Source: an optimization exercise on an open RTL-to-GDS flow (aim: small area and a short achievable clock period). Production flows keep margins and buffers that such runs may drop.
In this exercise RTL edits were held to simulation tests only and were not proved equivalent to the original.

## design.v

```verilog
`timescale 1ns / 1ps
module Main(
    input clk, reset,
    input [2:0] user_y,
    input [2:0] choice_y,
    input [1:0] mode_y,
    input [7:0] touch_y,
    input [1:0] baDu_y,
    output tub_sel1,
    output tub_sel2,
    output tub_sel3,
    output tub_sel4,
    output tub_sel5,
    output tub_sel6,
    output tub_sel7,
    output tub_sel8,
    output [7:0] tub_control1,
    output [7:0] tub_control2,
    output [7:0] led,
    output [3:0] length_led,
    output t,
    output speaker
    );
  function [6:0] rom_a(input [1:0] s, input [6:0] i);
    begin
      case ({s, i})
        9'd128: rom_a = 7'd8;
        9'd129: rom_a = 7'd8;
        9'd130: rom_a = 7'd12;
        9'd131: rom_a = 7'd12;
        9'd132: rom_a = 7'd13;
        9'd133: rom_a = 7'd13;
        9'd134: rom_a = 7'd108;
        9'd135: rom_a = 7'd11;
        9'd136: rom_a = 7'd11;
        9'd137: rom_a = 7'd10;
        9'd138: rom_a = 7'd10;
        9'd139: rom_a = 7'd9;
        9'd140: rom_a = 7'd9;
        9'd141: rom_a = 7'd104;
        9'd142: rom_a = 7'd12;
        9'd143: rom_a = 7'd12;
        9'd144: rom_a = 7'd11;
        9'd145: rom_a = 7'd11;
        9'd146: rom_a = 7'd10;
        9'd147: rom_a = 7'd10;
        9'd148: rom_a = 7'd105;
        9'd149: rom_a = 7'd12;
        9'd150: rom_a = 7'd12;
        9'd151: rom_a = 7'd11;
        9'd152: rom_a = 7'd11;
        9'd153: rom_a = 7'd10;
        9'd154: rom_a = 7'd10;
        9'd155: rom_a = 7'd105;
        9'd156: rom_a = 7'd8;
        9'd157: rom_a = 7'd8;
        9'd158: rom_a = 7'd12;
        9'd159: rom_a = 7'd12;
        9'd160: rom_a = 7'd13;
        9'd161: rom_a = 7'd11;
        9'd162: rom_a = 7'd12;
        9'd163: rom_a = 7'd10;
        9'd164: rom_a = 7'd11;
        9'd165: rom_a = 7'd9;
        9'd166: rom_a = 7'd10;
        9'd167: rom_a = 7'd8;
        9'd168: rom_a = 7'd9;
        9'd169: rom_a = 7'd7;
        9'd170: rom_a = 7'd104;
        9'd171: rom_a = 7'd0;
        9'd172: rom_a = 7'd0;
        9'd173: rom_a = 7'd0;
        9'd174: rom_a = 7'd0;
        9'd175: rom_a = 7'd0;
        9'd176: rom_a = 7'd0;
        9'd177: rom_a = 7'd0;
        9'd178: rom_a = 7'd0;
        9'd179: rom_a = 7'd0;
        9'd180: rom_a = 7'd0;
        9'd181: rom_a = 7'd0;
        9'd182: rom_a = 7'd0;
        9'd183: rom_a = 7'd0;
        9'd184: rom_a = 7'd0;
        9'd185: rom_a = 7'd0;
        9'd186: rom_a = 7'd0;
        9'd187: rom_a = 7'd0;
        9'd188: rom_a = 7'd0;
        9'd189: rom_a = 7'd0;
        9'd190: rom_a = 7'd0;
        9'd191: rom_a = 7'd0;
        9'd192: rom_a = 7'd0;
        9'd193: rom_a = 7'd0;
        9'd194: rom_a = 7'd0;
        9'd195: rom_a = 7'd0;
        9'd196: rom_a = 7'd0;
        9'd197: rom_a = 7'd0;
        9'd198: rom_a = 7'd0;
        9'd199: rom_a = 7'd0;
        9'd200: rom_a = 7'd0;
        9'd201: rom_a = 7'd0;
        9'd202: rom_a = 7'd0;
        9'd203: rom_a = 7'd0;
        9'd204: rom_a = 7'd0;
        9'd205: rom_a = 7'd0;
        9'd206: rom_a = 7'd0;
        9'd207: rom_a = 7'd0;
        9'd208: rom_a = 7'd0;
        9'd209: rom_a = 7'd0;
        9'd210: rom_a = 7'd0;
        9'd211: rom_a = 7'd0;
        9'd212: rom_a = 7'd0;
        9'd213: rom_a = 7'd0;
        9'd214: rom_a = 7'd0;
        9'd215: rom_a = 7'd0;
        9'd216: rom_a = 7'd0;
        9'd217: rom_a = 7'd0;
        9'd218: rom_a = 7'd0;
        9'd219: rom_a = 7'd0;
        9'd220: rom_a = 7'd0;
        9'd221: rom_a = 7'd0;
        9'd222: rom_a = 7'd0;
        9'd223: rom_a = 7'd0;
        9'd224: rom_a = 7'd0;
        9'd225: rom_a = 7'd0;
        9'd226: rom_a = 7'd0;
        9'd227: rom_a = 7'd0;
        9'd228: rom_a = 7'd0;
        9'd229: rom_a = 7'd0;
        9'd230: rom_a = 7'd0;
        9'd231: rom_a = 7'd0;
        9'd232: rom_a = 7'd0;
        9'd233: rom_a = 7'd0;
        9'd234: rom_a = 7'd0;
        9'd235: rom_a = 7'd0;
        9'd236: rom_a = 7'd0;
        9'd237: rom_a = 7'd0;
        9'd238: rom_a = 7'd0;
        9'd239: rom_a = 7'd0;
        9'd240: rom_a = 7'd0;
        9'd241: rom_a = 7'd0;
        9'd242: rom_a = 7'd0;
        9'd243: rom_a = 7'd0;
        9'd244: rom_a = 7'd0;
        9'd245: rom_a = 7'd0;
        9'd246: rom_a = 7'd0;
        9'd247: rom_a = 7'd0;
        9'd248: rom_a = 7'd0;
        9'd249: rom_a = 7'd0;
        9'd250: rom_a = 7'd0;
        9'd251: rom_a = 7'd0;
        9'd252: rom_a = 7'd0;
        9'd253: rom_a = 7'd0;
        9'd254: rom_a = 7'd0;
        9'd255: rom_a = 7'd0;
        9'd256: rom_a = 7'd12;
        9'd257: rom_a = 7'd13;
        9'd258: rom_a = 7'd15;
        9'd259: rom_a = 7'd16;
        9'd260: rom_a = 7'd113;
        9'd261: rom_a = 7'd49;
        9'd262: rom_a = 7'd16;
        9'd263: rom_a = 7'd17;
        9'd264: rom_a = 7'd113;
        9'd265: rom_a = 7'd15;
        9'd266: rom_a = 7'd16;
        9'd267: rom_a = 7'd17;
        9'd268: rom_a = 7'd19;
        9'd269: rom_a = 7'd116;
        9'd270: rom_a = 7'd52;
        9'd271: rom_a = 7'd19;
        9'd272: rom_a = 7'd20;
        9'd273: rom_a = 7'd116;
        9'd274: rom_a = 7'd19;
        9'd275: rom_a = 7'd17;
        9'd276: rom_a = 7'd15;
        9'd277: rom_a = 7'd112;
        9'd278: rom_a = 7'd16;
        9'd279: rom_a = 7'd17;
        9'd280: rom_a = 7'd48;
        9'd281: rom_a = 7'd47;
        9'd282: rom_a = 7'd45;
        9'd283: rom_a = 7'd15;
        9'd284: rom_a = 7'd15;
        9'd285: rom_a = 7'd111;
        9'd286: rom_a = 7'd104;
        9'd287: rom_a = 7'd40;
        9'd288: rom_a = 7'd9;
        9'd289: rom_a = 7'd10;
        9'd290: rom_a = 7'd42;
        9'd291: rom_a = 7'd12;
        9'd292: rom_a = 7'd13;
        9'd293: rom_a = 7'd47;
        9'd294: rom_a = 7'd110;
        9'd295: rom_a = 7'd46;
        9'd296: rom_a = 7'd12;
        9'd297: rom_a = 7'd10;
        9'd298: rom_a = 7'd106;
        9'd299: rom_a = 7'd106;
        9'd300: rom_a = 7'd73;
        9'd301: rom_a = 7'd41;
        9'd302: rom_a = 7'd10;
        9'd303: rom_a = 7'd75;
        9'd304: rom_a = 7'd13;
        9'd305: rom_a = 7'd15;
        9'd306: rom_a = 7'd49;
        9'd307: rom_a = 7'd112;
        9'd308: rom_a = 7'd16;
        9'd309: rom_a = 7'd14;
        9'd310: rom_a = 7'd108;
        9'd311: rom_a = 7'd108;
        9'd312: rom_a = 7'd104;
        9'd313: rom_a = 7'd40;
        9'd314: rom_a = 7'd9;
        9'd315: rom_a = 7'd74;
        9'd316: rom_a = 7'd12;
        9'd317: rom_a = 7'd13;
        9'd318: rom_a = 7'd47;
        9'd319: rom_a = 7'd110;
        9'd320: rom_a = 7'd14;
        9'd321: rom_a = 7'd12;
        9'd322: rom_a = 7'd106;
        9'd323: rom_a = 7'd106;
        9'd324: rom_a = 7'd73;
        9'd325: rom_a = 7'd41;
        9'd326: rom_a = 7'd10;
        9'd327: rom_a = 7'd75;
        9'd328: rom_a = 7'd13;
        9'd329: rom_a = 7'd15;
        9'd330: rom_a = 7'd49;
        9'd331: rom_a = 7'd112;
        9'd332: rom_a = 7'd48;
        9'd333: rom_a = 7'd14;
        9'd334: rom_a = 7'd76;
        9'd335: rom_a = 7'd108;
        9'd336: rom_a = 7'd45;
        9'd337: rom_a = 7'd12;
        9'd338: rom_a = 7'd77;
        9'd339: rom_a = 7'd12;
        9'd340: rom_a = 7'd13;
        9'd341: rom_a = 7'd46;
        9'd342: rom_a = 7'd13;
        9'd343: rom_a = 7'd110;
        9'd344: rom_a = 7'd80;
        9'd345: rom_a = 7'd80;
        9'd346: rom_a = 7'd46;
        9'd347: rom_a = 7'd15;
        9'd348: rom_a = 7'd16;
        9'd349: rom_a = 7'd49;
        9'd350: rom_a = 7'd0;
        9'd351: rom_a = 7'd49;
        9'd352: rom_a = 7'd80;
        9'd353: rom_a = 7'd48;
        9'd354: rom_a = 7'd15;
        9'd355: rom_a = 7'd49;
        9'd356: rom_a = 7'd113;
        9'd357: rom_a = 7'd46;
        9'd358: rom_a = 7'd12;
        9'd359: rom_a = 7'd13;
        9'd360: rom_a = 7'd109;
        9'd361: rom_a = 7'd109;
        9'd362: rom_a = 7'd109;
        9'd363: rom_a = 7'd0;
        9'd364: rom_a = 7'd0;
        9'd365: rom_a = 7'd0;
        9'd366: rom_a = 7'd0;
        9'd367: rom_a = 7'd0;
        9'd368: rom_a = 7'd0;
        9'd369: rom_a = 7'd0;
        9'd370: rom_a = 7'd0;
        9'd371: rom_a = 7'd0;
        9'd372: rom_a = 7'd0;
        9'd373: rom_a = 7'd0;
        9'd374: rom_a = 7'd0;
        9'd375: rom_a = 7'd0;
        9'd376: rom_a = 7'd0;
        9'd377: rom_a = 7'd0;
        9'd378: rom_a = 7'd0;
        9'd379: rom_a = 7'd0;
        9'd380: rom_a = 7'd0;
        9'd381: rom_a = 7'd0;
        9'd382: rom_a = 7'd0;
        9'd383: rom_a = 7'd0;
        9'd384: rom_a = 7'd10;
        9'd385: rom_a = 7'd12;
        9'd386: rom_a = 7'd77;
        9'd387: rom_a = 7'd12;
        9'd388: rom_a = 7'd77;
        9'd389: rom_a = 7'd12;
        9'd390: rom_a = 7'd13;
        9'd391: rom_a = 7'd15;
        9'd392: rom_a = 7'd12;
        9'd393: rom_a = 7'd13;
        9'd394: rom_a = 7'd74;
        9'd395: rom_a = 7'd10;
        9'd396: rom_a = 7'd12;
        9'd397: rom_a = 7'd77;
        9'd398: rom_a = 7'd12;
        9'd399: rom_a = 7'd77;
        9'd400: rom_a = 7'd12;
        9'd401: rom_a = 7'd13;
        9'd402: rom_a = 7'd15;
        9'd403: rom_a = 7'd12;
        9'd404: rom_a = 7'd13;
        9'd405: rom_a = 7'd74;
        9'd406: rom_a = 7'd10;
        9'd407: rom_a = 7'd12;
        9'd408: rom_a = 7'd77;
        9'd409: rom_a = 7'd12;
        9'd410: rom_a = 7'd77;
        9'd411: rom_a = 7'd12;
        9'd412: rom_a = 7'd13;
        9'd413: rom_a = 7'd15;
        9'd414: rom_a = 7'd12;
        9'd415: rom_a = 7'd13;
        9'd416: rom_a = 7'd74;
        9'd417: rom_a = 7'd10;
        9'd418: rom_a = 7'd12;
        9'd419: rom_a = 7'd42;
        9'd420: rom_a = 7'd47;
        9'd421: rom_a = 7'd45;
        9'd422: rom_a = 7'd49;
        9'd423: rom_a = 7'd48;
        9'd424: rom_a = 7'd17;
        9'd425: rom_a = 7'd16;
        9'd426: rom_a = 7'd15;
        9'd427: rom_a = 7'd16;
        9'd428: rom_a = 7'd45;
        9'd429: rom_a = 7'd52;
        9'd430: rom_a = 7'd96;
        9'd431: rom_a = 7'd45;
        9'd432: rom_a = 7'd45;
        9'd433: rom_a = 7'd45;
        9'd434: rom_a = 7'd13;
        9'd435: rom_a = 7'd15;
        9'd436: rom_a = 7'd16;
        9'd437: rom_a = 7'd17;
        9'd438: rom_a = 7'd45;
        9'd439: rom_a = 7'd45;
        9'd440: rom_a = 7'd13;
        9'd441: rom_a = 7'd12;
        9'd442: rom_a = 7'd12;
        9'd443: rom_a = 7'd13;
        9'd444: rom_a = 7'd45;
        9'd445: rom_a = 7'd45;
        9'd446: rom_a = 7'd45;
        9'd447: rom_a = 7'd13;
        9'd448: rom_a = 7'd15;
        9'd449: rom_a = 7'd16;
        9'd450: rom_a = 7'd17;
        9'd451: rom_a = 7'd45;
        9'd452: rom_a = 7'd45;
        9'd453: rom_a = 7'd13;
        9'd454: rom_a = 7'd18;
        9'd455: rom_a = 7'd18;
        9'd456: rom_a = 7'd17;
        9'd457: rom_a = 7'd45;
        9'd458: rom_a = 7'd45;
        9'd459: rom_a = 7'd45;
        9'd460: rom_a = 7'd13;
        9'd461: rom_a = 7'd15;
        9'd462: rom_a = 7'd16;
        9'd463: rom_a = 7'd17;
        9'd464: rom_a = 7'd45;
        9'd465: rom_a = 7'd45;
        9'd466: rom_a = 7'd13;
        9'd467: rom_a = 7'd12;
        9'd468: rom_a = 7'd12;
        9'd469: rom_a = 7'd13;
        9'd470: rom_a = 7'd45;
        9'd471: rom_a = 7'd45;
        9'd472: rom_a = 7'd45;
        9'd473: rom_a = 7'd13;
        9'd474: rom_a = 7'd15;
        9'd475: rom_a = 7'd16;
        9'd476: rom_a = 7'd17;
        9'd477: rom_a = 7'd52;
        9'd478: rom_a = 7'd42;
        9'd479: rom_a = 7'd0;
        9'd480: rom_a = 7'd10;
        9'd481: rom_a = 7'd10;
        9'd482: rom_a = 7'd0;
        9'd483: rom_a = 7'd0;
        9'd484: rom_a = 7'd0;
        9'd485: rom_a = 7'd0;
        9'd486: rom_a = 7'd0;
        9'd487: rom_a = 7'd0;
        9'd488: rom_a = 7'd0;
        9'd489: rom_a = 7'd0;
        9'd490: rom_a = 7'd0;
        9'd491: rom_a = 7'd0;
        9'd492: rom_a = 7'd0;
        9'd493: rom_a = 7'd0;
        9'd494: rom_a = 7'd0;
        9'd495: rom_a = 7'd0;
        9'd496: rom_a = 7'd0;
        9'd497: rom_a = 7'd0;
        9'd498: rom_a = 7'd0;
        9'd499: rom_a = 7'd0;
        9'd500: rom_a = 7'd0;
        9'd501: rom_a = 7'd0;
        9'd502: rom_a = 7'd0;
        9'd503: rom_a = 7'd0;
        9'd504: rom_a = 7'd0;
        9'd505: rom_a = 7'd0;
        9'd506: rom_a = 7'd0;
        9'd507: rom_a = 7'd0;
        9'd508: rom_a = 7'd0;
        9'd509: rom_a = 7'd0;
        9'd510: rom_a = 7'd0;
        9'd511: rom_a = 7'd0;
        default: rom_a = 7'd0;
      endcase
    end
  endfunction
  function [9:0] rom_l(input [1:0] s, input [6:0] i);
    begin
      case ({s, i})
        9'd128: rom_l = 10'd8;
        9'd129: rom_l = 10'd8;
        9'd130: rom_l = 10'd524;
        9'd131: rom_l = 10'd524;
        9'd132: rom_l = 10'd653;
        9'd133: rom_l = 10'd653;
        9'd134: rom_l = 10'd620;
        9'd135: rom_l = 10'd395;
        9'd136: rom_l = 10'd395;
        9'd137: rom_l = 10'd266;
        9'd138: rom_l = 10'd266;
        9'd139: rom_l = 10'd137;
        9'd140: rom_l = 10'd137;
        9'd141: rom_l = 10'd104;
        9'd142: rom_l = 10'd524;
        9'd143: rom_l = 10'd524;
        9'd144: rom_l = 10'd395;
        9'd145: rom_l = 10'd395;
        9'd146: rom_l = 10'd266;
        9'd147: rom_l = 10'd266;
        9'd148: rom_l = 10'd233;
        9'd149: rom_l = 10'd524;
        9'd150: rom_l = 10'd524;
        9'd151: rom_l = 10'd395;
        9'd152: rom_l = 10'd395;
        9'd153: rom_l = 10'd266;
        9'd154: rom_l = 10'd266;
        9'd155: rom_l = 10'd233;
        9'd156: rom_l = 10'd8;
        9'd157: rom_l = 10'd8;
        9'd158: rom_l = 10'd524;
        9'd159: rom_l = 10'd524;
        9'd160: rom_l = 10'd653;
        9'd161: rom_l = 10'd395;
        9'd162: rom_l = 10'd524;
        9'd163: rom_l = 10'd266;
        9'd164: rom_l = 10'd395;
        9'd165: rom_l = 10'd137;
        9'd166: rom_l = 10'd266;
        9'd167: rom_l = 10'd8;
        9'd168: rom_l = 10'd137;
        9'd169: rom_l = 10'd775;
        9'd170: rom_l = 10'd104;
        9'd171: rom_l = 10'd896;
        9'd172: rom_l = 10'd896;
        9'd173: rom_l = 10'd896;
        9'd174: rom_l = 10'd896;
        9'd175: rom_l = 10'd896;
        9'd176: rom_l = 10'd896;
        9'd177: rom_l = 10'd896;
        9'd178: rom_l = 10'd896;
        9'd179: rom_l = 10'd896;
        9'd180: rom_l = 10'd896;
        9'd181: rom_l = 10'd896;
        9'd182: rom_l = 10'd896;
        9'd183: rom_l = 10'd896;
        9'd184: rom_l = 10'd896;
        9'd185: rom_l = 10'd896;
        9'd186: rom_l = 10'd896;
        9'd187: rom_l = 10'd896;
        9'd188: rom_l = 10'd896;
        9'd189: rom_l = 10'd896;
        9'd190: rom_l = 10'd896;
        9'd191: rom_l = 10'd896;
        9'd192: rom_l = 10'd896;
        9'd193: rom_l = 10'd896;
        9'd194: rom_l = 10'd896;
        9'd195: rom_l = 10'd896;
        9'd196: rom_l = 10'd896;
        9'd197: rom_l = 10'd896;
        9'd198: rom_l = 10'd896;
        9'd199: rom_l = 10'd896;
        9'd200: rom_l = 10'd896;
        9'd201: rom_l = 10'd896;
        9'd202: rom_l = 10'd896;
        9'd203: rom_l = 10'd896;
        9'd204: rom_l = 10'd896;
        9'd205: rom_l = 10'd896;
        9'd206: rom_l = 10'd896;
        9'd207: rom_l = 10'd896;
        9'd208: rom_l = 10'd896;
        9'd209: rom_l = 10'd896;
        9'd210: rom_l = 10'd896;
        9'd211: rom_l = 10'd896;
        9'd212: rom_l = 10'd896;
        9'd213: rom_l = 10'd896;
        9'd214: rom_l = 10'd896;
        9'd215: rom_l = 10'd896;
        9'd216: rom_l = 10'd896;
        9'd217: rom_l = 10'd896;
        9'd218: rom_l = 10'd896;
        9'd219: rom_l = 10'd896;
        9'd220: rom_l = 10'd896;
        9'd221: rom_l = 10'd896;
        9'd222: rom_l = 10'd896;
        9'd223: rom_l = 10'd896;
        9'd224: rom_l = 10'd896;
        9'd225: rom_l = 10'd896;
        9'd226: rom_l = 10'd896;
        9'd227: rom_l = 10'd896;
        9'd228: rom_l = 10'd896;
        9'd229: rom_l = 10'd896;
        9'd230: rom_l = 10'd896;
        9'd231: rom_l = 10'd896;
        9'd232: rom_l = 10'd896;
        9'd233: rom_l = 10'd896;
        9'd234: rom_l = 10'd896;
        9'd235: rom_l = 10'd896;
        9'd236: rom_l = 10'd896;
        9'd237: rom_l = 10'd896;
        9'd238: rom_l = 10'd896;
        9'd239: rom_l = 10'd896;
        9'd240: rom_l = 10'd896;
        9'd241: rom_l = 10'd896;
        9'd242: rom_l = 10'd896;
        9'd243: rom_l = 10'd896;
        9'd244: rom_l = 10'd896;
        9'd245: rom_l = 10'd896;
        9'd246: rom_l = 10'd896;
        9'd247: rom_l = 10'd896;
        9'd248: rom_l = 10'd896;
        9'd249: rom_l = 10'd896;
        9'd250: rom_l = 10'd896;
        9'd251: rom_l = 10'd896;
        9'd252: rom_l = 10'd896;
        9'd253: rom_l = 10'd896;
        9'd254: rom_l = 10'd896;
        9'd255: rom_l = 10'd896;
        9'd256: rom_l = 10'd524;
        9'd257: rom_l = 10'd653;
        9'd258: rom_l = 10'd15;
        9'd259: rom_l = 10'd144;
        9'd260: rom_l = 10'd369;
        9'd261: rom_l = 10'd305;
        9'd262: rom_l = 10'd144;
        9'd263: rom_l = 10'd273;
        9'd264: rom_l = 10'd369;
        9'd265: rom_l = 10'd15;
        9'd266: rom_l = 10'd144;
        9'd267: rom_l = 10'd273;
        9'd268: rom_l = 10'd531;
        9'd269: rom_l = 10'd756;
        9'd270: rom_l = 10'd692;
        9'd271: rom_l = 10'd531;
        9'd272: rom_l = 10'd660;
        9'd273: rom_l = 10'd756;
        9'd274: rom_l = 10'd531;
        9'd275: rom_l = 10'd273;
        9'd276: rom_l = 10'd15;
        9'd277: rom_l = 10'd240;
        9'd278: rom_l = 10'd144;
        9'd279: rom_l = 10'd273;
        9'd280: rom_l = 10'd176;
        9'd281: rom_l = 10'd47;
        9'd282: rom_l = 10'd685;
        9'd283: rom_l = 10'd15;
        9'd284: rom_l = 10'd15;
        9'd285: rom_l = 10'd111;
        9'd286: rom_l = 10'd104;
        9'd287: rom_l = 10'd40;
        9'd288: rom_l = 10'd137;
        9'd289: rom_l = 10'd266;
        9'd290: rom_l = 10'd298;
        9'd291: rom_l = 10'd524;
        9'd292: rom_l = 10'd653;
        9'd293: rom_l = 10'd47;
        9'd294: rom_l = 10'd878;
        9'd295: rom_l = 10'd814;
        9'd296: rom_l = 10'd524;
        9'd297: rom_l = 10'd266;
        9'd298: rom_l = 10'd362;
        9'd299: rom_l = 10'd362;
        9'd300: rom_l = 10'd201;
        9'd301: rom_l = 10'd169;
        9'd302: rom_l = 10'd266;
        9'd303: rom_l = 10'd459;
        9'd304: rom_l = 10'd653;
        9'd305: rom_l = 10'd15;
        9'd306: rom_l = 10'd305;
        9'd307: rom_l = 10'd240;
        9'd308: rom_l = 10'd144;
        9'd309: rom_l = 10'd782;
        9'd310: rom_l = 10'd620;
        9'd311: rom_l = 10'd620;
        9'd312: rom_l = 10'd104;
        9'd313: rom_l = 10'd40;
        9'd314: rom_l = 10'd137;
        9'd315: rom_l = 10'd330;
        9'd316: rom_l = 10'd524;
        9'd317: rom_l = 10'd653;
        9'd318: rom_l = 10'd47;
        9'd319: rom_l = 10'd878;
        9'd320: rom_l = 10'd782;
        9'd321: rom_l = 10'd524;
        9'd322: rom_l = 10'd362;
        9'd323: rom_l = 10'd362;
        9'd324: rom_l = 10'd201;
        9'd325: rom_l = 10'd169;
        9'd326: rom_l = 10'd266;
        9'd327: rom_l = 10'd459;
        9'd328: rom_l = 10'd653;
        9'd329: rom_l = 10'd15;
        9'd330: rom_l = 10'd305;
        9'd331: rom_l = 10'd240;
        9'd332: rom_l = 10'd176;
        9'd333: rom_l = 10'd782;
        9'd334: rom_l = 10'd588;
        9'd335: rom_l = 10'd620;
        9'd336: rom_l = 10'd685;
        9'd337: rom_l = 10'd524;
        9'd338: rom_l = 10'd717;
        9'd339: rom_l = 10'd524;
        9'd340: rom_l = 10'd653;
        9'd341: rom_l = 10'd814;
        9'd342: rom_l = 10'd653;
        9'd343: rom_l = 10'd878;
        9'd344: rom_l = 10'd208;
        9'd345: rom_l = 10'd208;
        9'd346: rom_l = 10'd814;
        9'd347: rom_l = 10'd15;
        9'd348: rom_l = 10'd144;
        9'd349: rom_l = 10'd305;
        9'd350: rom_l = 10'd896;
        9'd351: rom_l = 10'd305;
        9'd352: rom_l = 10'd208;
        9'd353: rom_l = 10'd176;
        9'd354: rom_l = 10'd15;
        9'd355: rom_l = 10'd305;
        9'd356: rom_l = 10'd97;
        9'd357: rom_l = 10'd928;
        9'd358: rom_l = 10'd896;
        9'd359: rom_l = 10'd896;
        9'd360: rom_l = 10'd992;
        9'd361: rom_l = 10'd992;
        9'd362: rom_l = 10'd992;
        9'd363: rom_l = 10'd896;
        9'd364: rom_l = 10'd896;
        9'd365: rom_l = 10'd896;
        9'd366: rom_l = 10'd896;
        9'd367: rom_l = 10'd896;
        9'd368: rom_l = 10'd896;
        9'd369: rom_l = 10'd896;
        9'd370: rom_l = 10'd896;
        9'd371: rom_l = 10'd896;
        9'd372: rom_l = 10'd896;
        9'd373: rom_l = 10'd896;
        9'd374: rom_l = 10'd896;
        9'd375: rom_l = 10'd896;
        9'd376: rom_l = 10'd896;
        9'd377: rom_l = 10'd896;
        9'd378: rom_l = 10'd896;
        9'd379: rom_l = 10'd896;
        9'd380: rom_l = 10'd896;
        9'd381: rom_l = 10'd896;
        9'd382: rom_l = 10'd896;
        9'd383: rom_l = 10'd896;
        9'd384: rom_l = 10'd266;
        9'd385: rom_l = 10'd524;
        9'd386: rom_l = 10'd717;
        9'd387: rom_l = 10'd524;
        9'd388: rom_l = 10'd717;
        9'd389: rom_l = 10'd524;
        9'd390: rom_l = 10'd653;
        9'd391: rom_l = 10'd15;
        9'd392: rom_l = 10'd524;
        9'd393: rom_l = 10'd653;
        9'd394: rom_l = 10'd330;
        9'd395: rom_l = 10'd266;
        9'd396: rom_l = 10'd524;
        9'd397: rom_l = 10'd717;
        9'd398: rom_l = 10'd524;
        9'd399: rom_l = 10'd717;
        9'd400: rom_l = 10'd524;
        9'd401: rom_l = 10'd653;
        9'd402: rom_l = 10'd15;
        9'd403: rom_l = 10'd524;
        9'd404: rom_l = 10'd653;
        9'd405: rom_l = 10'd330;
        9'd406: rom_l = 10'd266;
        9'd407: rom_l = 10'd524;
        9'd408: rom_l = 10'd717;
        9'd409: rom_l = 10'd524;
        9'd410: rom_l = 10'd717;
        9'd411: rom_l = 10'd524;
        9'd412: rom_l = 10'd653;
        9'd413: rom_l = 10'd15;
        9'd414: rom_l = 10'd524;
        9'd415: rom_l = 10'd653;
        9'd416: rom_l = 10'd330;
        9'd417: rom_l = 10'd266;
        9'd418: rom_l = 10'd524;
        9'd419: rom_l = 10'd298;
        9'd420: rom_l = 10'd47;
        9'd421: rom_l = 10'd685;
        9'd422: rom_l = 10'd305;
        9'd423: rom_l = 10'd176;
        9'd424: rom_l = 10'd273;
        9'd425: rom_l = 10'd144;
        9'd426: rom_l = 10'd15;
        9'd427: rom_l = 10'd144;
        9'd428: rom_l = 10'd685;
        9'd429: rom_l = 10'd692;
        9'd430: rom_l = 10'd992;
        9'd431: rom_l = 10'd685;
        9'd432: rom_l = 10'd685;
        9'd433: rom_l = 10'd685;
        9'd434: rom_l = 10'd653;
        9'd435: rom_l = 10'd15;
        9'd436: rom_l = 10'd144;
        9'd437: rom_l = 10'd273;
        9'd438: rom_l = 10'd685;
        9'd439: rom_l = 10'd685;
        9'd440: rom_l = 10'd653;
        9'd441: rom_l = 10'd524;
        9'd442: rom_l = 10'd524;
        9'd443: rom_l = 10'd653;
        9'd444: rom_l = 10'd685;
        9'd445: rom_l = 10'd685;
        9'd446: rom_l = 10'd685;
        9'd447: rom_l = 10'd653;
        9'd448: rom_l = 10'd15;
        9'd449: rom_l = 10'd144;
        9'd450: rom_l = 10'd273;
        9'd451: rom_l = 10'd685;
        9'd452: rom_l = 10'd685;
        9'd453: rom_l = 10'd653;
        9'd454: rom_l = 10'd402;
        9'd455: rom_l = 10'd402;
        9'd456: rom_l = 10'd273;
        9'd457: rom_l = 10'd685;
        9'd458: rom_l = 10'd685;
        9'd459: rom_l = 10'd685;
        9'd460: rom_l = 10'd653;
        9'd461: rom_l = 10'd15;
        9'd462: rom_l = 10'd144;
        9'd463: rom_l = 10'd273;
        9'd464: rom_l = 10'd685;
        9'd465: rom_l = 10'd685;
        9'd466: rom_l = 10'd653;
        9'd467: rom_l = 10'd524;
        9'd468: rom_l = 10'd524;
        9'd469: rom_l = 10'd653;
        9'd470: rom_l = 10'd685;
        9'd471: rom_l = 10'd685;
        9'd472: rom_l = 10'd685;
        9'd473: rom_l = 10'd653;
        9'd474: rom_l = 10'd15;
        9'd475: rom_l = 10'd144;
        9'd476: rom_l = 10'd273;
        9'd477: rom_l = 10'd692;
        9'd478: rom_l = 10'd298;
        9'd479: rom_l = 10'd896;
        9'd480: rom_l = 10'd266;
        9'd481: rom_l = 10'd266;
        9'd482: rom_l = 10'd896;
        9'd483: rom_l = 10'd896;
        9'd484: rom_l = 10'd896;
        9'd485: rom_l = 10'd896;
        9'd486: rom_l = 10'd896;
        9'd487: rom_l = 10'd896;
        9'd488: rom_l = 10'd896;
        9'd489: rom_l = 10'd896;
        9'd490: rom_l = 10'd896;
        9'd491: rom_l = 10'd896;
        9'd492: rom_l = 10'd896;
        9'd493: rom_l = 10'd896;
        9'd494: rom_l = 10'd896;
        9'd495: rom_l = 10'd896;
        9'd496: rom_l = 10'd896;
        9'd497: rom_l = 10'd896;
        9'd498: rom_l = 10'd896;
        9'd499: rom_l = 10'd896;
        9'd500: rom_l = 10'd896;
        9'd501: rom_l = 10'd896;
        9'd502: rom_l = 10'd896;
        9'd503: rom_l = 10'd896;
        9'd504: rom_l = 10'd896;
        9'd505: rom_l = 10'd896;
        9'd506: rom_l = 10'd896;
        9'd507: rom_l = 10'd896;
        9'd508: rom_l = 10'd896;
        9'd509: rom_l = 10'd896;
        9'd510: rom_l = 10'd896;
        9'd511: rom_l = 10'd896;
        default: rom_l = 10'd896;
      endcase
    end
  endfunction
  function [21:0] tone(input [4:0] n);
    begin
      case (n)
        5'd0: tone = 22'd2445568;
        5'd1: tone = 22'd1493;
        5'd2: tone = 22'd1330;
        5'd3: tone = 22'd1185;
        5'd4: tone = 22'd1118;
        5'd5: tone = 22'd996;
        5'd6: tone = 22'd887;
        5'd7: tone = 22'd791;
        5'd8: tone = 22'd746;
        5'd9: tone = 22'd665;
        5'd10: tone = 22'd592;
        5'd11: tone = 22'd558;
        5'd12: tone = 22'd498;
        5'd13: tone = 22'd443;
        5'd14: tone = 22'd395;
        5'd15: tone = 22'd373;
        5'd16: tone = 22'd332;
        5'd17: tone = 22'd296;
        5'd18: tone = 22'd279;
        5'd19: tone = 22'd249;
        5'd20: tone = 22'd221;
        5'd21: tone = 22'd197;
        default: tone = 22'd0;
      endcase
    end
  endfunction
  function [7:0] digit(input [2:0] d);
    begin
      case (d)
        3'd0: digit = 8'b11111100;
        3'd1: digit = 8'b01100000;
        3'd2: digit = 8'b11011010;
        3'd3: digit = 8'b11110010;
        3'd4: digit = 8'b01100110;
        3'd5: digit = 8'b10110110;
        3'd6: digit = 8'b10111110;
        default: digit = 8'b11100000;
      endcase
    end
  endfunction
  function [1:0] senc(input [2:0] c);
    begin
      case (c)
        3'b001: senc = 2'd1;
        3'b010: senc = 2'd2;
        3'b100: senc = 2'd3;
        default: senc = 2'd0;
      endcase
    end
  endfunction
  function [2:0] keyidx(input [4:0] n);
    begin
      case (n)
        5'd1, 5'd8, 5'd15: keyidx = 3'd0;
        5'd2, 5'd9, 5'd16: keyidx = 3'd1;
        5'd3, 5'd10, 5'd17: keyidx = 3'd2;
        5'd4, 5'd11, 5'd18: keyidx = 3'd3;
        5'd5, 5'd12, 5'd19: keyidx = 3'd4;
        5'd6, 5'd13, 5'd20: keyidx = 3'd5;
        5'd7, 5'd14, 5'd21: keyidx = 3'd6;
        default: keyidx = 3'd7;
      endcase
    end
  endfunction
  function [2:0] slot(input [23:0] m, input [2:0] k);
    begin
      slot = m >> (k * 3);
    end
  endfunction
  function [7:0] ledpat(input [23:0] m, input [4:0] n);
    reg [2:0] k;
    begin
      k = keyidx(n);
      if (k == 3'd7) ledpat = 8'd0;
      else ledpat = 8'd128 >> slot(m, k);
    end
  endfunction
  assign t = 1'b0;
  reg [13:0] div;
  reg [4:0] sx;       
  reg [7:0] ca;       
  reg [7:0] cl;       
  reg init;           
  always @(posedge clk or negedge reset) begin
    if (!reset) begin
      div <= 14'd0;
      sx <= 5'd0;
      ca <= 8'd0;
      cl <= 8'd0;
      init <= 1'b1;
    end else begin
      div <= div + 14'd1;
      if (sx == 5'd31) sx <= 5'd0;
      else if (div[4:0] == 5'd31) sx <= sx + 5'd1;
      ca <= (ca == 8'd194) ? 8'd0 : ca + 8'd1;
      cl <= (cl == 8'd140) ? 8'd0 : cl + 8'd1;
      if (div[2:0] == 3'd7) init <= 1'b0;
    end
  end
  wire [2:0] ph = div[2:0];
  wire rise = (div == 14'd0);
  wire bps_x = (sx == 5'd31);
  wire bps_a = (ca == 8'd0) && (div[2:0] == 3'd0);
  wire bps_l = (cl == 8'd0) && (div[3:0] == 4'd0) && !init;
  reg [2:0] user, choice;
  reg [1:0] mode, baDu;
  reg [7:0] touch;
  always @(posedge clk or negedge reset) begin
    if (!reset) begin
      user <= 3'd0; choice <= 3'd0; mode <= 2'd0; baDu <= 2'd0; touch <= 8'd0;
    end else if (bps_x) begin
      user <= user_y; choice <= choice_y; mode <= mode_y; baDu <= baDu_y; touch <= touch_y;
    end
  end
  wire [1:0] mode_n  = bps_x ? mode_y  : mode;
  wire [7:0] touch_n = bps_x ? touch_y : touch;
  wire [1:0] baDu_n  = bps_x ? baDu_y  : baDu;
  reg [2:0] last_c, last_u;
  reg [1:0] sel;      
  always @(posedge clk or negedge reset) begin
    if (!reset) begin
      last_c <= 3'd0; last_u <= 3'd0; sel <= 2'd0;
    end else begin
      last_c <= choice; last_u <= user; sel <= senc(last_c);
    end
  end
  wire chg_a = (choice != last_c);
  wire chg_l = chg_a || (user != last_u);
  reg [23:0] anJian;
  reg [2:0] tkey;
  always @(*) begin
    case (touch)
      8'b10000000: tkey = 3'd0;
      8'b01000000: tkey = 3'd1;
      8'b00100000: tkey = 3'd2;
      8'b00010000: tkey = 3'd3;
      8'b00001000: tkey = 3'd4;
      8'b00000100: tkey = 3'd5;
      8'b00000010: tkey = 3'd6;
      8'b00000001: tkey = 3'd7;
      default: tkey = 3'd0;
    endcase
  end
  reg [23:0] anJian_n;
  integer q;
  always @(*) begin
    anJian_n = anJian;
    if (mode == 2'b11)
      for (q = 0; q < 8; q = q + 1)
        if (user == q) anJian_n[q*3 +: 3] = tkey;
  end
  always @(posedge clk or negedge reset) begin
    if (!reset) anJian <= 24'b111_110_101_100_011_010_001_000;
    else anJian <= anJian_n;
  end
  reg [6:0] ia;
  reg [2:0] tpa;
  reg [4:0] ma;
  wire [6:0] ra = rom_a(sel, ia);
  wire [2:0] tpA = {1'b0, ra[6:5]} + 3'd2;
  wire wrap_a = (sel == 2'd1) ? (ia == 7'd42) : (sel == 2'd2) ? (ia == 7'd106) :
                (sel == 2'd3) ? (ia == 7'd97) : 1'b0;
  reg [4:0] ma_n;
  always @(*) begin
    if (chg_a) ma_n = 5'd0;
    else if (bps_a) ma_n = (tpa == tpA) ? 5'd0 : ra[4:0];
    else ma_n = ma;
  end
  always @(posedge clk or negedge reset) begin
    if (!reset) begin
      ia <= 7'd0; tpa <= 3'd0; ma <= 5'd0;
    end else begin
      ma <= ma_n;
      if (chg_a) begin
        ia <= 7'd0; tpa <= 3'd0;
      end else if (bps_a) begin
        if (tpa < tpA) tpa <= tpa + 3'd1;
        else begin
          tpa <= 3'd0;
          ia <= wrap_a ? 7'd0 : ia + 7'd1;
        end
      end
    end
  end
  reg [6:0] il;
  reg [2:0] tpl;
  reg [3:0] ptc, pt;
  reg [1:0] sabr;
  reg [9:0] score, lscore;
  reg once, zflag;
  reg [4:0] ml;
  reg [1:0] lastCheck, moShi;
  wire [9:0] rl = rom_l(sel, il);
  wire [4:0] nl = rl[4:0];
  wire [2:0] tpL = {1'b0, rl[6:5]} + 3'd2;
  wire [2:0] kl = rl[9:7];
  wire [7:0] pat_l = 8'd128 >> slot(anJian, kl);
  wire wrap_l = (sel == 2'd1) ? (il == 7'd42) : (sel == 2'd2) ? (il == 7'd106) :
                (sel == 2'd3) ? (il == 7'd97) : 1'b0;
  wire [1:0] check = chg_l ? 2'd0 : (touch == pat_l) ? 2'd1 : (touch == 8'd0) ? 2'd2 : 2'd0;
  wire [3:0] tpL4 = {1'b0, tpL};
  wire [3:0] diff = (tpL4 >= pt) ? tpL4 - pt : pt - tpL4;
  wire [1:0] sabf = (diff == 4'd1) ? 2'd3 : (diff == 4'd2) ? 2'd2 : (diff == 4'd3) ? 2'd1 : 2'd0;
  wire [1:0] SAB = chg_l ? 2'd0 : sabr;
  wire adv_l = bps_l && !(tpl < tpL) && (moShi == 2'd2) && once;
  reg [4:0] ml_n;
  always @(*) begin
    if (chg_l) ml_n = 5'd0;
    else if (bps_l) ml_n = nl;
    else ml_n = ml;
  end
  always @(posedge clk or negedge reset) begin
    if (!reset) begin
      lastCheck <= 2'd0; moShi <= 2'd0;
    end else if (check != lastCheck) begin
      if (check == 2'd1 && lastCheck == 2'd2) moShi <= 2'd1;
      else if (check == 2'd2 && lastCheck == 2'd1) moShi <= 2'd2;
      lastCheck <= check;
    end
  end
  always @(posedge clk or negedge reset) begin
    if (!reset) begin
      il <= 7'd0; tpl <= 3'd0; ptc <= 4'd0; pt <= 4'd0; sabr <= 2'd0;
      score <= 10'd0; lscore <= 10'd0; once <= 1'b1; zflag <= 1'b0; ml <= 5'd0;
    end else begin
      ml <= ml_n;
      if (chg_l) begin
        once <= 1'b1; lscore <= 10'd0; il <= 7'd0; tpl <= 3'd0;
        ptc <= 4'd0; pt <= 4'd0; sabr <= 2'd0; zflag <= 1'b1;
      end else begin
        sabr <= sabf;
        if (zflag && ph == 3'd0) begin
          score <= 10'd0; zflag <= 1'b0;
        end
        if (bps_l) begin
          if (moShi == 2'd1) begin
            once <= 1'b1; ptc <= 4'd0;
          end else if (ptc != 4'd15) ptc <= ptc + 4'd1;
          if (tpl < tpL) tpl <= tpl + 3'd1;
          else if (moShi == 2'd2 && once) begin
            score <= lscore + {8'd0, SAB};
            lscore <= score;
            tpl <= 3'd0;
            if (wrap_l) begin
              il <= 7'd0; pt <= ptc;
            end else il <= il + 7'd1;
            once <= 1'b0;
          end
        end
      end
    end
  end
  reg [79:0] r1, r2, r3;
  wire [9:0] h1 = r1[9:0], h2 = r2[9:0], h3 = r3[9:0];
  wire at_u = (ph == user);
  wire [9:0] hw = (choice == 3'b001) ? h1 : (choice == 3'b010) ? h2 : h3;
  wire wr = at_u && (score > hw);
  wire [9:0] n1 = init ? 10'd0 : (wr && choice == 3'b001) ? score : h1;
  wire [9:0] n2 = init ? 10'd0 : (wr && choice == 3'b010) ? score : h2;
  wire [9:0] n3 = init ? 10'd0 : (wr && choice == 3'b100) ? score : h3;
  always @(posedge clk) begin
    r1 <= {n1, r1[79:10]};
    r2 <= {n2, r2[79:10]};
    r3 <= {n3, r3[79:10]};
  end
  wire [9:0] rd = (choice == 3'b001) ? n1 : (choice == 3'b010) ? n3 :
                  (choice == 3'b100) ? n2 : 10'd0;
  reg [9:0] rref;
  reg [2:0] rcnt;
  always @(posedge clk) begin
    if (at_u) rref <= rd;
    rcnt <= ((ph == 3'd0) ? 3'd0 : rcnt) + {2'd0, (!at_u && rd > rref)};
  end
  wire [2:0] rank = rcnt;
  reg [4:0] mfree;
  reg [2:0] fi;
  reg fhit;
  integer b, i2;
  always @(*) begin
    fhit = 1'b0; fi = 3'd0;
    for (i2 = 7; i2 >= 0; i2 = i2 - 1)
      if (touch == (8'd128 >> slot(anJian, i2))) begin
        fhit = 1'b1; fi = i2;
      end
    if (!fhit || fi == 3'd7) mfree = 5'd0;
    else case (baDu)
      2'b00: mfree = 5'd1 + {2'd0, fi};
      2'b01: mfree = 5'd8 + {2'd0, fi};
      2'b11: mfree = 5'd15 + {2'd0, fi};
      default: mfree = 5'd0;
    endcase
  end
  reg [4:0] note;
  always @(*) begin
    case (mode)
      2'b00: note = mfree;
      2'b01: note = ma;
      2'b10: note = ml;
      default: note = (user == 3'd7) ? 5'd0 : 5'd8 + {2'd0, user};
    endcase
  end
  reg [4:0] last;
  reg [21:0] cnt;
  reg pwm;
  always @(posedge clk or negedge reset) begin
    if (!reset) begin
      last <= 5'd0; cnt <= 22'd0; pwm <= 1'b0;
    end else if (last != note) begin
      last <= note; cnt <= 22'd0; pwm <= 1'b0;
    end else if (cnt != tone(note)) begin
      cnt <= cnt + 22'd1;
    end else begin
      pwm <= ~pwm; cnt <= 22'd0;
    end
  end
  assign speaker = pwm;
  reg [7:0] keyused_n;
  integer kb, ki;
  always @(*) begin
    for (kb = 0; kb < 8; kb = kb + 1) begin
      keyused_n[kb] = 1'b0;
      for (ki = 0; ki < 7; ki = ki + 1)
        if (slot(anJian_n, ki) == 7 - kb) keyused_n[kb] = 1'b1;
    end
  end
  wire t_oh = (touch_n != 8'd0) && ((touch_n & (touch_n - 8'd1)) == 8'd0);
  wire [7:0] led_free = touch_n & keyused_n & {8{t_oh && baDu_n != 2'b10}};
  wire [6:0] rl_n = rom_l(senc(last_c), chg_l ? 7'd0 : adv_l ? (wrap_l ? 7'd0 : il + 7'd1) : il);
  wire [1:0] lb_n = rl_n[6:5];
  reg [7:0] led_r;
  reg [3:0] len_r;
  always @(posedge clk or negedge reset) begin
    if (!reset) begin
      led_r <= 8'd0; len_r <= 4'd0;
    end else begin
      case (mode_n)
        2'b00: led_r <= led_free;
        2'b01: led_r <= ledpat(anJian_n, ma_n);
        2'b10: led_r <= ledpat(anJian_n, ml_n);
        default: led_r <= touch_n;
      endcase
      if (mode_n == 2'b10)
        case (lb_n)
          2'd0: len_r <= 4'b1110;
          2'd1: len_r <= 4'b1111;
          2'd2: len_r <= 4'b1000;
          default: len_r <= 4'b1100;
        endcase
      else len_r <= 4'd0;
    end
  end
  assign led = led_r;
  assign length_led = len_r;
  reg [2:0] scan;
  reg [7:0] seg_en, seg1, seg2;
  always @(posedge clk or negedge reset) begin
    if (!reset) begin
      scan <= 3'd0; seg_en <= 8'd0; seg1 <= 8'd0; seg2 <= 8'd0;
    end else if (rise) begin
      scan <= scan + 3'd1;
      case (mode)
        2'b00: begin
          seg_en <= 8'b00000001; seg1 <= 8'd0; seg2 <= 8'b10001110;
        end
        2'b01: begin
          seg_en <= 8'b01000001; seg2 <= 8'b11101110; seg1 <= digit(choice);
        end
        2'b10: begin
          case (scan)
            3'd7: begin seg_en <= 8'b1000_0000; seg1 <= digit(user); end
            3'd6: begin seg_en <= 8'b0100_0000; seg1 <= digit(choice); end
            3'd5: begin
              seg_en <= 8'b0010_0000;
              case (SAB)
                2'b01: seg1 <= 8'b1111_1110;
                2'b10: seg1 <= 8'b1110_1110;
                2'b11: seg1 <= 8'b1011_0110;
                default: seg1 <= 8'b1001_1100;
              endcase
            end
            3'd4: begin seg_en <= 8'b0001_0000; seg1 <= digit(rank); end
            3'd0: begin seg_en <= 8'b0000_0001; seg2 <= 8'b0001_1100; end
            default: seg_en <= 8'b0000_0000;
          endcase
        end
        default: begin
          seg_en <= 8'b00000001; seg1 <= 8'b10011100; seg2 <= 8'b10011100;
        end
      endcase
    end
  end
  assign {tub_sel1, tub_sel2, tub_sel3, tub_sel4, tub_sel5, tub_sel6, tub_sel7, tub_sel8} = seg_en;
  assign tub_control1 = seg1;
  assign tub_control2 = seg2;
endmodule
```

## run.sh

```bash
#!/bin/bash
# synth_recipe.tcl (not shown) runs the flow's synth.tcl, then flattens the netlist and writes it again
# the make line also repeats each setting of config.mk as NAME=value (left out here)
make -C /OpenROAD-flow-scripts/flow DESIGN_CONFIG=/design/flow/config.mk WORK_HOME=/design/flow/orfs CLKGATE_MAP_FILE= SYNTH_SCRIPT=/design/flow/synth_recipe.tcl finish
```

## config.mk

```make
export PLATFORM = sky130hd
export DESIGN_NAME = Main
export DESIGN_NICKNAME = Main
export VERILOG_FILES = /design/flow/design.v
export SDC_FILE = /design/flow/constraint.sdc
export NUM_CORES = 4
export LEC_CHECK = 0
export CAP_MARGIN = 20
export CORE_MARGIN = 2
export CORE_UTILIZATION = 40
export SLEW_MARGIN = 20
```

## constraint.sdc

```tcl
create_clock -name core_clock -period 45.0 [get_ports {clk}]
set_input_delay 9.0000 -clock core_clock [delete_from_list [all_inputs] [get_ports {clk}]]
set_output_delay 9.0000 -clock core_clock [all_outputs]
set_load 0.01 [all_outputs]
```

==> results.cfg <==
[outcome]
result_of_the_run = stopped before the end
last-stage-reached = synthesis
flow.first_error = ERROR: TCL interpreter returned an error: Source files actually used in the design:

[synth]
yosysWarnings = 1
